Context: an optimization exercise on an open-source flow, tuned for small area. The choices shown serve that exercise and are no tape-out recipe. Function was checked by simulation only, so behaviour that the tests miss may differ from the original. No activity file was given, so power comes from the tool's default toggle rates.

== zinc ==
Design ram_single_port, start of the top module:
module ram_single_port(
    input clk,
    input write_en,
    input reset,
    input [6:0] addr,
    input [7:0] data_in,
    output reg [7:0] data_out
);
reg [7:0] memory [63:0];
wire [31:0] wcol;
wire [1:0] whalf;
wire [7:0] wdh [1:0];
wire [63:0] sn;
wire [7:0] col, rown;
wire rd, rdn;
ram_ctrl u_ctrl (
    .write_en(write_en), .reset(reset), .addr(addr[5:0]), .data_in(data_in),
    .wcol(wcol), .whalf(whalf), .wdh0(wdh[0]), .wdh1(wdh[1]),
    .col(col), .rown(rown), .rd(rd), .rdn(rdn)
);
genvar w;
generate
    for (w = 0; w < 64; w = w + 1) begin : wordg
        ram_hold u_hold (.col(wcol[w % 32]), .half(whalf[w / 32]), .sn(sn[w]));
    end
endgenerate
integer i;
always @(posedge clk) begin
    for (i = 0; i < 64; i = i + 1)
        memory[i] <= (memory[i] & {8{sn[i]}}) | (wdh[i / 32] & {8{wcol[i % 32]}});
end
wire [7:0] rdata;
genvar b, r;
generate
    for (b = 0; b < 8; b = b + 1) begin : bitg
        wire [7:0] rowbit;
        for (r = 0; r < 8; r = r + 1) begin : rowg
            ram_rowsel u_row (
                .d({memory[8*r+7][b], memory[8*r+6][b], memory[8*r+5][b], memory[8*r+4][b],
                    memory[8*r+3][b], memory[8*r+2][b], memory[8*r+1][b], memory[8*r+0][b]}),
                .col(col), .rown(rown[r]), .y(rowbit[r]));
        end
        ram_or8 u_or (.d(rowbit), .y(rdata[b]));
    end
endgenerate
always @(posedge clk) begin
    data_out <= (data_out & {8{rdn}}) | (rdata & {8{rd}});
end
endmodule
==> flow/config.mk <==
export PLATFORM = sky130hd
export DESIGN_NAME = ram_single_port
export DESIGN_NICKNAME = ram_single_port
export VERILOG_FILES = /design/flow/design.v
export SDC_FILE = /design/flow/constraint.sdc
export NUM_CORES = 4
export LEC_CHECK = 0
export CAP_MARGIN = 20
export CORE_MARGIN = 2
export CORE_UTILIZATION = 55
export SLEW_MARGIN = 20
export SYNTH_HIERARCHICAL = 1
export SYNTH_MINIMUM_KEEP_SIZE = 0
==> flow/constraint.sdc <==
create_clock -name core_clock -period 5.0 [get_ports {clk}]
set_input_delay 1.0000 -clock core_clock [delete_from_list [all_inputs] [get_ports {clk}]]
set_output_delay 1.0000 -clock core_clock [all_outputs]
set_load 0.01 [all_outputs]
standard.sh (not shown) runs the stock make flow with config.mk's settings and CLKGATE_MAP_FILE= SYNTH_SCRIPT=/design/flow/synth_recipe.tcl, a recipe that flattens the netlist after the stock synthesis.
==> flow/flow/run.sh <==
#!/bin/bash
# Standard ORFS layout (the standard.sh) with three changes:
# - before global placement, flow/upsize.tcl removes the synthesis buffers
#   and gives high-fanout drivers a stronger size of the same cell family
# - clock tree: no dummy loads, clkbuf_8 buffers, sink clusters of up to 16
#   flip-flops within 60 um
# - port buffers: buf_1 instead of the default choice
# ORFS writes each step's log under orfs/logs/; make's own output goes to
# standard.log here.
set -euo pipefail
export PRE_GLOBAL_PLACE_TCL="$PWD/flow/upsize.tcl"
export CTS_ARGS="-sink_clustering_enable -repair_clock_nets -dont_use_dummy_load -buf_list sky130_fd_sc_hd__clkbuf_8 -sink_clustering_size 16 -sink_clustering_max_diameter 60"
export BUFFER_PORTS_ARGS="-buffer_cell sky130_fd_sc_hd__buf_1"
bash standard.sh > standard.log 2>&1
==> flow/flow/upsize.tcl <==
# Before global placement: remove synthesis buffers (as the standard step
# does next anyway), then give each high-fanout combinational driver the
# smallest drive strength of its family that can carry its estimated load,
# so that placement's repair does not have to split the net with buffers.
# An inv_1 driving 8 or more loads becomes at least an inv_2 (same area).
remove_buffers
set per_load 0.0075
set margin 1.3
array set maxcap {inv_1 0.1813 inv_2 0.3314 inv_4 0.5631 inv_6 0.7828 inv_8 1.0355 and2_1 0.1584 and2_2 0.3030 and2_4 0.5393 and3_1 0.1575 and3_2 0.3095 and3_4 0.5328 and4_1 0.1611 and4_2 0.3003 and4_4 0.5319 nand2_1 0.1666 nand2_2 0.2957 nand2_4 0.5301 nand2_8 0.9338 nand3_1 0.1465 nand3_2 0.2600 nand3_4 0.4697 nor2_1 0.0861 nor2_2 0.1419 nor2_4 0.2518 nor2_8 0.4331 nor3_1 0.0522 nor3_2 0.0925 nor3_4 0.1538 or2_1 0.1648 or2_2 0.2994 or2_4 0.5145 or3_1 0.1676 or3_2 0.3104 or3_4 0.5319}
set block [ord::get_db_block]
set n_resized 0
foreach inst [$block getInsts] {
  set mname [[$inst getMaster] getName]
  if { ![regexp {^sky130_fd_sc_hd__([a-z0-9]+)_(\d+)$} $mname -> fam size] } {
    continue
  }
  if { ![info exists maxcap(${fam}_$size)] } { continue }
  set net ""
  foreach it [$inst getITerms] {
    if { [$it isOutputSignal] } { set net [$it getNet] }
  }
  if { $net == "" || $net == "NULL" } { continue }
  set fanout 0
  foreach it [$net getITerms] {
    if { [$it isInputSignal] } { incr fanout }
  }
  if { $mname == "sky130_fd_sc_hd__inv_1" && $fanout >= 8 } {
    # inv_2 has the same area as inv_1
    set need [expr { max($fanout * $per_load * $margin, 0.2) }]
  } elseif { $fanout < 12 } {
    continue
  } else {
    set need [expr { $fanout * $per_load * $margin }]
  }
  if { $maxcap(${fam}_$size) >= $need } { continue }
  foreach s {1 2 4 6 8} {
    if { $s <= $size || ![info exists maxcap(${fam}_$s)] } { continue }
    if { $maxcap(${fam}_$s) >= $need } {
      puts "upsize [$inst getName] $mname -> sky130_fd_sc_hd__${fam}_$s (fanout $fanout)"
      replace_cell [$inst getName] sky130_fd_sc_hd__${fam}_$s
      incr n_resized
      break
    }
  }
}
puts "upsized $n_resized drivers"
zinc completed; timing, DRC and antenna clean
Input changes introduced in umber (baseline for comparison: zinc):
--- a/flow/flow/upsize.tcl
+++ b/flow/flow/upsize.tcl
@@ -3,5 +3,4 @@
 # smallest drive strength of its family that can carry its estimated load,
 # so that placement's repair does not have to split the net with buffers.
-# An inv_1 driving 8 or more loads becomes at least an inv_2 (same area).
 remove_buffers
 set per_load 0.0075
@@ -25,12 +24,6 @@
     if { [$it isInputSignal] } { incr fanout }
   }
-  if { $mname == "sky130_fd_sc_hd__inv_1" && $fanout >= 8 } {
-    # inv_2 has the same area as inv_1
-    set need [expr { max($fanout * $per_load * $margin, 0.2) }]
-  } elseif { $fanout < 12 } {
-    continue
-  } else {
-    set need [expr { $fanout * $per_load * $margin }]
-  }
+  if { $fanout < 12 } { continue }
+  set need [expr { $fanout * $per_load * $margin }]
   if { $maxcap(${fam}_$size) >= $need } { continue }
   foreach s {1 2 4 6 8} {
==> summary.txt <==
Going from zinc to umber, power dissipated in combinational cells increased about 1%; combinational share of power essentially unchanged; leakage dissipation increased 1.6%; global-route wire length before repair increased 840 um; worst setup slack after layout increased 0.14 ns.

==> separate check: timing with driven ports <==
In the flow no input, the clock included, has a driving cell. The finished layouts below were timed again as built, in two steps. Step 1 assumes that a clkbuf_16 drives the clock port and a buf_2 every other input. Step 2 moves the port delays by t, midway between the first and last clock arrival at a register: inputs arrive t later, outputs are due t later. That takes back most of the time a late clock gives input paths. Slacks: ideal / step 1 / step 2; pairs: ideal / step 1.
| run | t (ns) | setup WS [ns] | worst data-port slew with drivers (ns) |
|---|---|---|---|
| zinc | 0.670 | 1.529 / 1.482 / 0.812 | 0.10 |
| umber | 0.667 | 1.665 / 1.681 / 1.014 | 0.09 |
After both steps every run listed still meets setup and hold. The setup slack of zinc, which loses most, moves by -0.047 ns with the drivers and by -0.717 ns with both steps.
